Background: an optimization exercise with open tools, aiming at small area. Do not read the settings as production practice.
At most, simulation tests tie the RTL to the original design; equivalence was not proved.
Power is estimated from default activity; no workload was simulated.

## v6
## fifo
module fifo(clk, reset_n, rd_en, wr_en, d_in, d_out, full, empty, wr_ack, wr_err, rd_ack, rd_err, data_count, next_data_count);
For scale: about 420 cells after synthesis, ~82 I/O pins, about 0.0092 mm2 of cells after synthesis.
==> module fifo, before the edit <==
module fifo(clk, reset_n, rd_en, wr_en, d_in, d_out, full, empty, wr_ack, wr_err, rd_ack, rd_err, data_count, next_data_count);
  input clk, reset_n, rd_en, wr_en;
  input [31:0] d_in;
  output full, empty, wr_ack, wr_err, rd_ack, rd_err;
  output [3:0] data_count, next_data_count;
  output [31:0] d_out;
  reg [3:0] cnt;
  reg wack, rack, err;
  reg [31:0] mem0, mem1, mem2, mem3, mem4, mem5, mem6, mem7;
  wire is_full = cnt[3];
  wire is_empty, do_wr, do_rd, do_err, no_req, act;
  fifo_nor4  g_empty(.a(cnt[3]), .b(cnt[2]), .c(cnt[1]), .d(cnt[0]), .y(is_empty));
  fifo_andn  g_dowr(.a(wr_en), .b(cnt[3]), .y(do_wr));                  
  fifo_nor2a g_dord(.a(do_wr), .b(is_empty), .c(rd_en), .y(do_rd));     
  fifo_nor2  g_noreq(.a(wr_en), .b(rd_en), .y(no_req));
  fifo_nor3  g_err(.a(do_wr), .b(do_rd), .c(no_req), .y(do_err));     
  fifo_nor2  g_act(.a(no_req), .b(do_err), .y(act));                  
  wire m1n, c01, n01, t2n, w3;
  fifo_xor2  g_n0(.a(cnt[0]), .b(act), .y(next_data_count[0]));
  fifo_mux2i g_m1(.s(cnt[0]), .a0(do_rd), .a1(do_wr), .y(m1n));
  fifo_xnor2 g_n1(.a(cnt[1]), .b(m1n), .y(next_data_count[1]));
  fifo_and2  g_c01(.a(cnt[0]), .b(cnt[1]), .y(c01));
  fifo_nor2  g_n01(.a(cnt[0]), .b(cnt[1]), .y(n01));
  fifo_aoi22 g_t2(.a1(do_wr), .a2(c01), .b1(do_rd), .b2(n01), .y(t2n));
  fifo_xnor2 g_n2(.a(cnt[2]), .b(t2n), .y(next_data_count[2]));
  fifo_and3  g_w3(.a(do_wr), .b(c01), .c(cnt[2]), .y(w3));
  fifo_ndc3  g_n3(.full(cnt[3]), .rd(do_rd), .w3(w3), .y(next_data_count[3]));
  always @(posedge clk or negedge reset_n) begin
    if (!reset_n) begin
      cnt  <= 4'd0;
      wack <= 1'b0;
      rack <= 1'b0;
      err  <= 1'b0;
    end else begin
      cnt  <= next_data_count;
      wack <= do_wr;
      rack <= do_rd;
      err  <= do_err;
    end
  end
  always @(posedge clk) begin
    if (do_wr) begin
      mem0 <= d_in;
      mem1 <= mem0;
      mem2 <= mem1;
      mem3 <= mem2;
      mem4 <= mem3;
      mem5 <= mem4;
      mem6 <= mem5;
      mem7 <= mem6;
    end
  end
  wire [7:0] sel;
  wire [3:0] sel_lo;
  fifo_sel_lo g_sl0(.r(rack), .c1(cnt[1]), .c0(cnt[0]), .y(sel_lo[0]));
  fifo_sel_lo g_sl1(.r(rack), .c1(cnt[1]), .c0(~cnt[0]), .y(sel_lo[1]));
  fifo_sel_lo g_sl2(.r(rack), .c1(~cnt[1]), .c0(cnt[0]), .y(sel_lo[2]));
  fifo_sel_lo g_sl3(.r(rack), .c1(~cnt[1]), .c0(~cnt[0]), .y(sel_lo[3]));
  genvar gi;
  generate for (gi = 0; gi < 4; gi = gi + 1) begin : g_sel
    fifo_andn g_lo(.a(sel_lo[gi]), .b(cnt[2]), .y(sel[gi]));
    fifo_and2 g_hi(.a(sel_lo[gi]), .b(cnt[2]), .y(sel[gi + 4]));
  end endgenerate
  genvar gb;
  generate for (gb = 0; gb < 32; gb = gb + 1) begin : g_rd
    fifo_rd_bit rd_bit(.sel(sel),
                       .d({mem7[gb], mem6[gb], mem5[gb], mem4[gb], mem3[gb], mem2[gb], mem1[gb], mem0[gb]}),
                       .q(d_out[gb]));
  end endgenerate
  assign data_count = cnt;
  assign full = is_full;
  assign empty = is_empty;
  assign wr_ack = wack;
  assign rd_ack = rack;
  fifo_and2 g_werr(.a(err), .b(cnt[3]), .y(wr_err));
  fifo_andn g_rerr(.a(err), .b(cnt[3]), .y(rd_err));
endmodule
clock: 5.0 ns
lec_check: 0
cap_margin: 20
core_margin: 2
core_utilization: 40
slew_margin: 20
synth_hierarchical: 1
synth_minimum_keep_size: 0
standard.sh (not shown) runs the stock make flow with config.mk's settings and CLKGATE_MAP_FILE= SYNTH_SCRIPT=/design/flow/synth_recipe.tcl, a recipe that flattens the netlist after the stock synthesis.
==> flow/flow/run.sh <==
#!/bin/bash
# Standard ORFS layout with these changes: after floorplan, synthesis buffers
# are removed and cells set to their smallest size (downsize.tcl); port buffers
# use the smallest buffer cell; CTS uses clkbuf_8, larger sink clusters and no
# dummy loads.
set -euo pipefail
here=$(cd "$(dirname "$0")" && pwd)
export POST_FLOORPLAN_TCL="$here/downsize.tcl"
export BUFFER_PORTS_ARGS="-buffer_cell sky130_fd_sc_hd__buf_1"
export CTS_ARGS="-sink_clustering_enable -repair_clock_nets -dont_use_dummy_load -buf_list {sky130_fd_sc_hd__clkbuf_4 sky130_fd_sc_hd__clkbuf_8} -root_buf sky130_fd_sc_hd__clkbuf_4 -sink_clustering_buffer sky130_fd_sc_hd__clkbuf_8 -sink_clustering_size 20 -sink_clustering_max_diameter 70"
bash standard.sh > flow_make.log 2>&1
==> flow/flow/downsize.tcl <==
# After floorplan: drop the buffers synthesis inserted and give every
# combinational cell its smallest drive strength. Placement's repair_design and
# the later repair_timing passes add back whatever drive the layout needs.
remove_buffers
set n 0
foreach inst [get_cells *] {
  set master [get_property $inst ref_name]
  if {![regexp {^(sky130_fd_sc_hd__[a-z0-9]+)_([0-9]+)$} $master -> base sz]} { continue }
  if {[regexp {__(df|edf|sdf|dl|tap|fill|decap|conb|clk)} $base]} { continue }
  if {$sz <= 1} { continue }
  set lc [get_lib_cells -quiet ${base}_1]
  if {$lc == ""} { continue }
  replace_cell $inst $lc
  incr n
}
puts "downsize.tcl: resized $n cells to drive strength 1"
v6 ended with every stage complete and zero timing, DRC or antenna violations.
> inputs changed (v6 -> v7)
--- a/flow/design.v
+++ b/flow/design.v
@@ -50,20 +50,22 @@
       mem7 <= mem6;
     end
   end
-  wire [7:0] sel;
   wire [3:0] sel_lo;
   fifo_sel_lo g_sl0(.r(rack), .c1(cnt[1]), .c0(cnt[0]), .y(sel_lo[0]));
   fifo_sel_lo g_sl1(.r(rack), .c1(cnt[1]), .c0(~cnt[0]), .y(sel_lo[1]));
   fifo_sel_lo g_sl2(.r(rack), .c1(~cnt[1]), .c0(cnt[0]), .y(sel_lo[2]));
   fifo_sel_lo g_sl3(.r(rack), .c1(~cnt[1]), .c0(~cnt[0]), .y(sel_lo[3]));
+  wire [7:0] sel_a, sel_b;
   genvar gi;
   generate for (gi = 0; gi < 4; gi = gi + 1) begin : g_sel
-    fifo_andn g_lo(.a(sel_lo[gi]), .b(cnt[2]), .y(sel[gi]));
-    fifo_and2 g_hi(.a(sel_lo[gi]), .b(cnt[2]), .y(sel[gi + 4]));
+    fifo_andn g_lo_a(.a(sel_lo[gi]), .b(cnt[2]), .y(sel_a[gi]));
+    fifo_and2 g_hi_a(.a(sel_lo[gi]), .b(cnt[2]), .y(sel_a[gi + 4]));
+    fifo_andn g_lo_b(.a(sel_lo[gi]), .b(cnt[2]), .y(sel_b[gi]));
+    fifo_and2 g_hi_b(.a(sel_lo[gi]), .b(cnt[2]), .y(sel_b[gi + 4]));
   end endgenerate
   genvar gb;
   generate for (gb = 0; gb < 32; gb = gb + 1) begin : g_rd
-    fifo_rd_bit rd_bit(.sel(sel),
+    fifo_rd_bit rd_bit(.sel(gb < 16 ? sel_a : sel_b),
                        .d({mem7[gb], mem6[gb], mem5[gb], mem4[gb], mem3[gb], mem2[gb], mem1[gb], mem0[gb]}),
                        .q(d_out[gb]));
   end endgenerate
==> summary.txt <==
Relative to v6, global-route usage decreased by 0.26 points in v7. The final antenna diode count of v7 exceeds that of v6 by 1. v7 vs v6, cell with the biggest individual delay on the critical path: sky130_fd_sc_hd__and2_1 vs sky130_fd_sc_hd__nor2b_4. Changes observed in v7 relative to v6: share of cell area taken by flip-flops and latches lost 0.35 points, final cell count without fillers picked up an extra 2.1%, clock share of power ~0 delta. Number of instances in the synthesized netlist in v7 is 1.9% above v6. What v6 reported for maximum number of pins on one net before global-route repair has to be multiplied by 0.56 to get the figure for v7. v6 → v7: summed instance area of the synthesized netlist climbed 0.87%, die area climbed 0.84%, worst setup margin climbed 0.13 ns, worst setup timing slack at the placement stage dropped 0.25 ns.
For v7, only the layout was checked, not whether the RTL still works.


Setup of old:
The RTL this note starts from:
==> flow/design.v <==
module fifo(clk, reset_n, rd_en, wr_en, d_in, d_out, full, empty, wr_ack, wr_err, rd_ack, rd_err, data_count, next_data_count);
  input clk, reset_n, rd_en, wr_en;
  input [31:0] d_in;
  output full, empty, wr_ack, wr_err, rd_ack, rd_err;
  output [3:0] data_count, next_data_count;
  output [31:0] d_out;
  reg [3:0] cnt;
  reg wack, rack, err;
  reg [31:0] mem0, mem1, mem2, mem3, mem4, mem5, mem6, mem7;
  wire is_full = cnt[3];
  wire is_empty, do_wr, do_rd, do_err, no_req, act;
  fifo_nor4  g_empty(.a(cnt[3]), .b(cnt[2]), .c(cnt[1]), .d(cnt[0]), .y(is_empty));
  fifo_andn  g_dowr(.a(wr_en), .b(cnt[3]), .y(do_wr));                  
  fifo_nor2a g_dord(.a(do_wr), .b(is_empty), .c(rd_en), .y(do_rd));     
  fifo_nor2  g_noreq(.a(wr_en), .b(rd_en), .y(no_req));
  fifo_nor3  g_err(.a(do_wr), .b(do_rd), .c(no_req), .y(do_err));     
  fifo_nor2  g_act(.a(no_req), .b(do_err), .y(act));                  
  wire m1n, c01, n01, t2n, w3;
  fifo_xor2  g_n0(.a(cnt[0]), .b(act), .y(next_data_count[0]));
  fifo_mux2i g_m1(.s(cnt[0]), .a0(do_rd), .a1(do_wr), .y(m1n));
  fifo_xnor2 g_n1(.a(cnt[1]), .b(m1n), .y(next_data_count[1]));
  fifo_and2  g_c01(.a(cnt[0]), .b(cnt[1]), .y(c01));
  fifo_nor2  g_n01(.a(cnt[0]), .b(cnt[1]), .y(n01));
  fifo_aoi22 g_t2(.a1(do_wr), .a2(c01), .b1(do_rd), .b2(n01), .y(t2n));
  fifo_xnor2 g_n2(.a(cnt[2]), .b(t2n), .y(next_data_count[2]));
  fifo_and3  g_w3(.a(do_wr), .b(c01), .c(cnt[2]), .y(w3));
  fifo_ndc3  g_n3(.full(cnt[3]), .rd(do_rd), .w3(w3), .y(next_data_count[3]));
  always @(posedge clk or negedge reset_n) begin
    if (!reset_n) begin
      cnt  <= 4'd0;
      wack <= 1'b0;
      rack <= 1'b0;
      err  <= 1'b0;
    end else begin
      cnt  <= next_data_count;
      wack <= do_wr;
      rack <= do_rd;
      err  <= do_err;
    end
  end
  always @(posedge clk) begin
    if (do_wr) begin
      mem0 <= d_in;
      mem1 <= mem0;
      mem2 <= mem1;
      mem3 <= mem2;
      mem4 <= mem3;
      mem5 <= mem4;
      mem6 <= mem5;
      mem7 <= mem6;
    end
  end
  wire [7:0] sel;
  wire [3:0] sel_lo;
  fifo_sel_lo g_sl0(.r(rack), .c1(cnt[1]), .c0(cnt[0]), .y(sel_lo[0]));
  fifo_sel_lo g_sl1(.r(rack), .c1(cnt[1]), .c0(~cnt[0]), .y(sel_lo[1]));
  fifo_sel_lo g_sl2(.r(rack), .c1(~cnt[1]), .c0(cnt[0]), .y(sel_lo[2]));
  fifo_sel_lo g_sl3(.r(rack), .c1(~cnt[1]), .c0(~cnt[0]), .y(sel_lo[3]));
  genvar gi;
  generate for (gi = 0; gi < 4; gi = gi + 1) begin : g_sel
    fifo_andn g_lo(.a(sel_lo[gi]), .b(cnt[2]), .y(sel[gi]));
    fifo_and2 g_hi(.a(sel_lo[gi]), .b(cnt[2]), .y(sel[gi + 4]));
  end endgenerate
  genvar gb;
  generate for (gb = 0; gb < 32; gb = gb + 1) begin : g_rd
    fifo_rd_bit rd_bit(.sel(sel),
                       .d({mem7[gb], mem6[gb], mem5[gb], mem4[gb], mem3[gb], mem2[gb], mem1[gb], mem0[gb]}),
                       .q(d_out[gb]));
  end endgenerate
  assign data_count = cnt;
  assign full = is_full;
  assign empty = is_empty;
  assign wr_ack = wack;
  assign rd_ack = rack;
  fifo_and2 g_werr(.a(err), .b(cnt[3]), .y(wr_err));
  fifo_andn g_rerr(.a(err), .b(cnt[3]), .y(rd_err));
endmodule
module fifo_rd_bit(sel, d, q);
  input [7:0] sel, d;
  output q;
  wire n0, n1;
  fifo_aoi222 a0(.a(sel[2:0]), .b(d[2:0]), .y(n0));
  fifo_aoi222 a1(.a(sel[5:3]), .b(d[5:3]), .y(n1));
  assign q = ~(n0 & n1) | (sel[6] & d[6]) | (sel[7] & d[7]);
endmodule
module fifo_aoi222(a, b, y);
  input [2:0] a, b;
  output y;
  assign y = ~|(a & b);
endmodule
module fifo_nor4(a, b, c, d, y);
  input a, b, c, d;
  output y;
  assign y = ~(a | b | c | d);
endmodule
module fifo_nor3(a, b, c, y);
  input a, b, c;
  output y;
  assign y = ~(a | b | c);
endmodule
module fifo_nor2(a, b, y);
  input a, b;
  output y;
  assign y = ~(a | b);
endmodule
module fifo_nor2a(a, b, c, y);
  input a, b, c;
  output y;
  assign y = c & ~(a | b);
endmodule
module fifo_andn(a, b, y);
  input a, b;
  output y;
  assign y = a & ~b;
endmodule
module fifo_and2(a, b, y);
  input a, b;
  output y;
  assign y = a & b;
endmodule
module fifo_and3(a, b, c, y);
  input a, b, c;
  output y;
  assign y = a & b & c;
endmodule
module fifo_xor2(a, b, y);
  input a, b;
  output y;
  assign y = a ^ b;
endmodule
module fifo_xnor2(a, b, y);
  input a, b;
  output y;
  assign y = ~(a ^ b);
endmodule
module fifo_mux2i(s, a0, a1, y);
  input s, a0, a1;
  output y;
  assign y = ~(s ? a1 : a0);
endmodule
module fifo_aoi22(a1, a2, b1, b2, y);
  input a1, a2, b1, b2;
  output y;
  assign y = ~((a1 & a2) | (b1 & b2));
endmodule
module fifo_ndc3(full, rd, w3, y);
  input full, rd, w3;
  output y;
  assign y = (full & ~rd) | w3;
endmodule
module fifo_sel_lo(r, c1, c0, y);
  input r, c1, c0;
  output y;
  assign y = r & ~c1 & ~c0;
endmodule
export LEC_CHECK = 0
export CAP_MARGIN = 20
export CORE_MARGIN = 2
export CORE_UTILIZATION = 60
export SLEW_MARGIN = 20
export SYNTH_HIERARCHICAL = 1
export SYNTH_MINIMUM_KEEP_SIZE = 0
create_clock -name core_clock -period 5.0 [get_ports {clk}]
Scripts as last shown in full above: flow/flow/run.sh, flow/flow/downsize.tcl
#### Input delta (new over old)
--- a/flow/design.v
+++ b/flow/design.v
@@ -54,13 +54,15 @@
   wire [3:0] sel_lo;
   fifo_sel_lo g_sl0(.r(rack), .c1(cnt[1]), .c0(cnt[0]), .y(sel_lo[0]));
   fifo_sel_lo g_sl1(.r(rack), .c1(cnt[1]), .c0(~cnt[0]), .y(sel_lo[1]));
   fifo_sel_lo g_sl2(.r(rack), .c1(~cnt[1]), .c0(cnt[0]), .y(sel_lo[2]));
   fifo_sel_lo g_sl3(.r(rack), .c1(~cnt[1]), .c0(~cnt[0]), .y(sel_lo[3]));
+  wire cnt2_n;
+  fifo_inv g_c2n(.a(cnt[2]), .y(cnt2_n));
   genvar gi;
   generate for (gi = 0; gi < 4; gi = gi + 1) begin : g_sel
-    fifo_andn g_lo(.a(sel_lo[gi]), .b(cnt[2]), .y(sel[gi]));
+    fifo_and2 g_lo(.a(sel_lo[gi]), .b(cnt2_n), .y(sel[gi]));
     fifo_and2 g_hi(.a(sel_lo[gi]), .b(cnt[2]), .y(sel[gi + 4]));
   end endgenerate
   genvar gb;
   generate for (gb = 0; gb < 32; gb = gb + 1) begin : g_rd
     fifo_rd_bit rd_bit(.sel(sel),
@@ -151,5 +153,10 @@
 module fifo_sel_lo(r, c1, c0, y);
   input r, c1, c0;
   output y;
   assign y = r & ~c1 & ~c0;
 endmodule
+module fifo_inv(a, y);
+  input a;
+  output y;
+  assign y = ~a;
+endmodule
--- outcome ---
old → new: first-pass iteration count of the detailed router neither gained nor lost much, internal power consumption neither gained nor lost much, number of distinct standard cells referenced by the synthesized netlist neither gained nor lost much, clock insertion delay at the later pin of the skew report neither gained nor lost much, post-synthesis to final-layout area growth neither gained nor lost much.
new vs. old: simple-gate area share of the yosys netlist shows a reduction of 0.32 points; final critical-path share of the clock period shows a reduction of 5.1 points; non-clock buffer count shows a reduction of 1.2%; clock network power share shows no meaningful change; global-route wire length before repair shows no meaningful change.
new -> old: total chip power flat
Per the comparison of new with old, final area held steady, cell count after placement held steady.

[re-timing with driven ports]
Ports are ideal in the flow. The routed layouts listed here were re-timed in OpenROAD. Step 1: set_driving_cell puts a clkbuf_16 on clk and a buf_2 on each other input, an assumption about the parent block. Step 2 adds t to the input delays and takes it off the output delays; t is the mean of the earliest and latest rising clock arrival at the registers after step 1. Input paths then give back, and output paths get back, about the clock's delay inside the block. Three values: ideal, step 1, step 2; two values: the first two.
run | t (ns) | slack for setup (ns) | worst setup path after step 2 | slew at the worst register clock pin (ns) | pins driven straight from the clock port
v6 | 0.630 | 0.915 / 0.880 / 1.464 | input to output | 0.12 / 0.12 | 1
v7 | 0.633 | 1.041 / 1.004 / 1.386 | input to output | 0.12 / 0.12 | 1
old | 0.613 | 0.970 / 0.931 / 1.387 | input to output | 0.12 / 0.12 | 1
new | 0.633 | 1.224 / 1.187 / 1.342 | input to output | 0.12 / 0.12 | 1
After both steps every run listed still meets setup and hold.
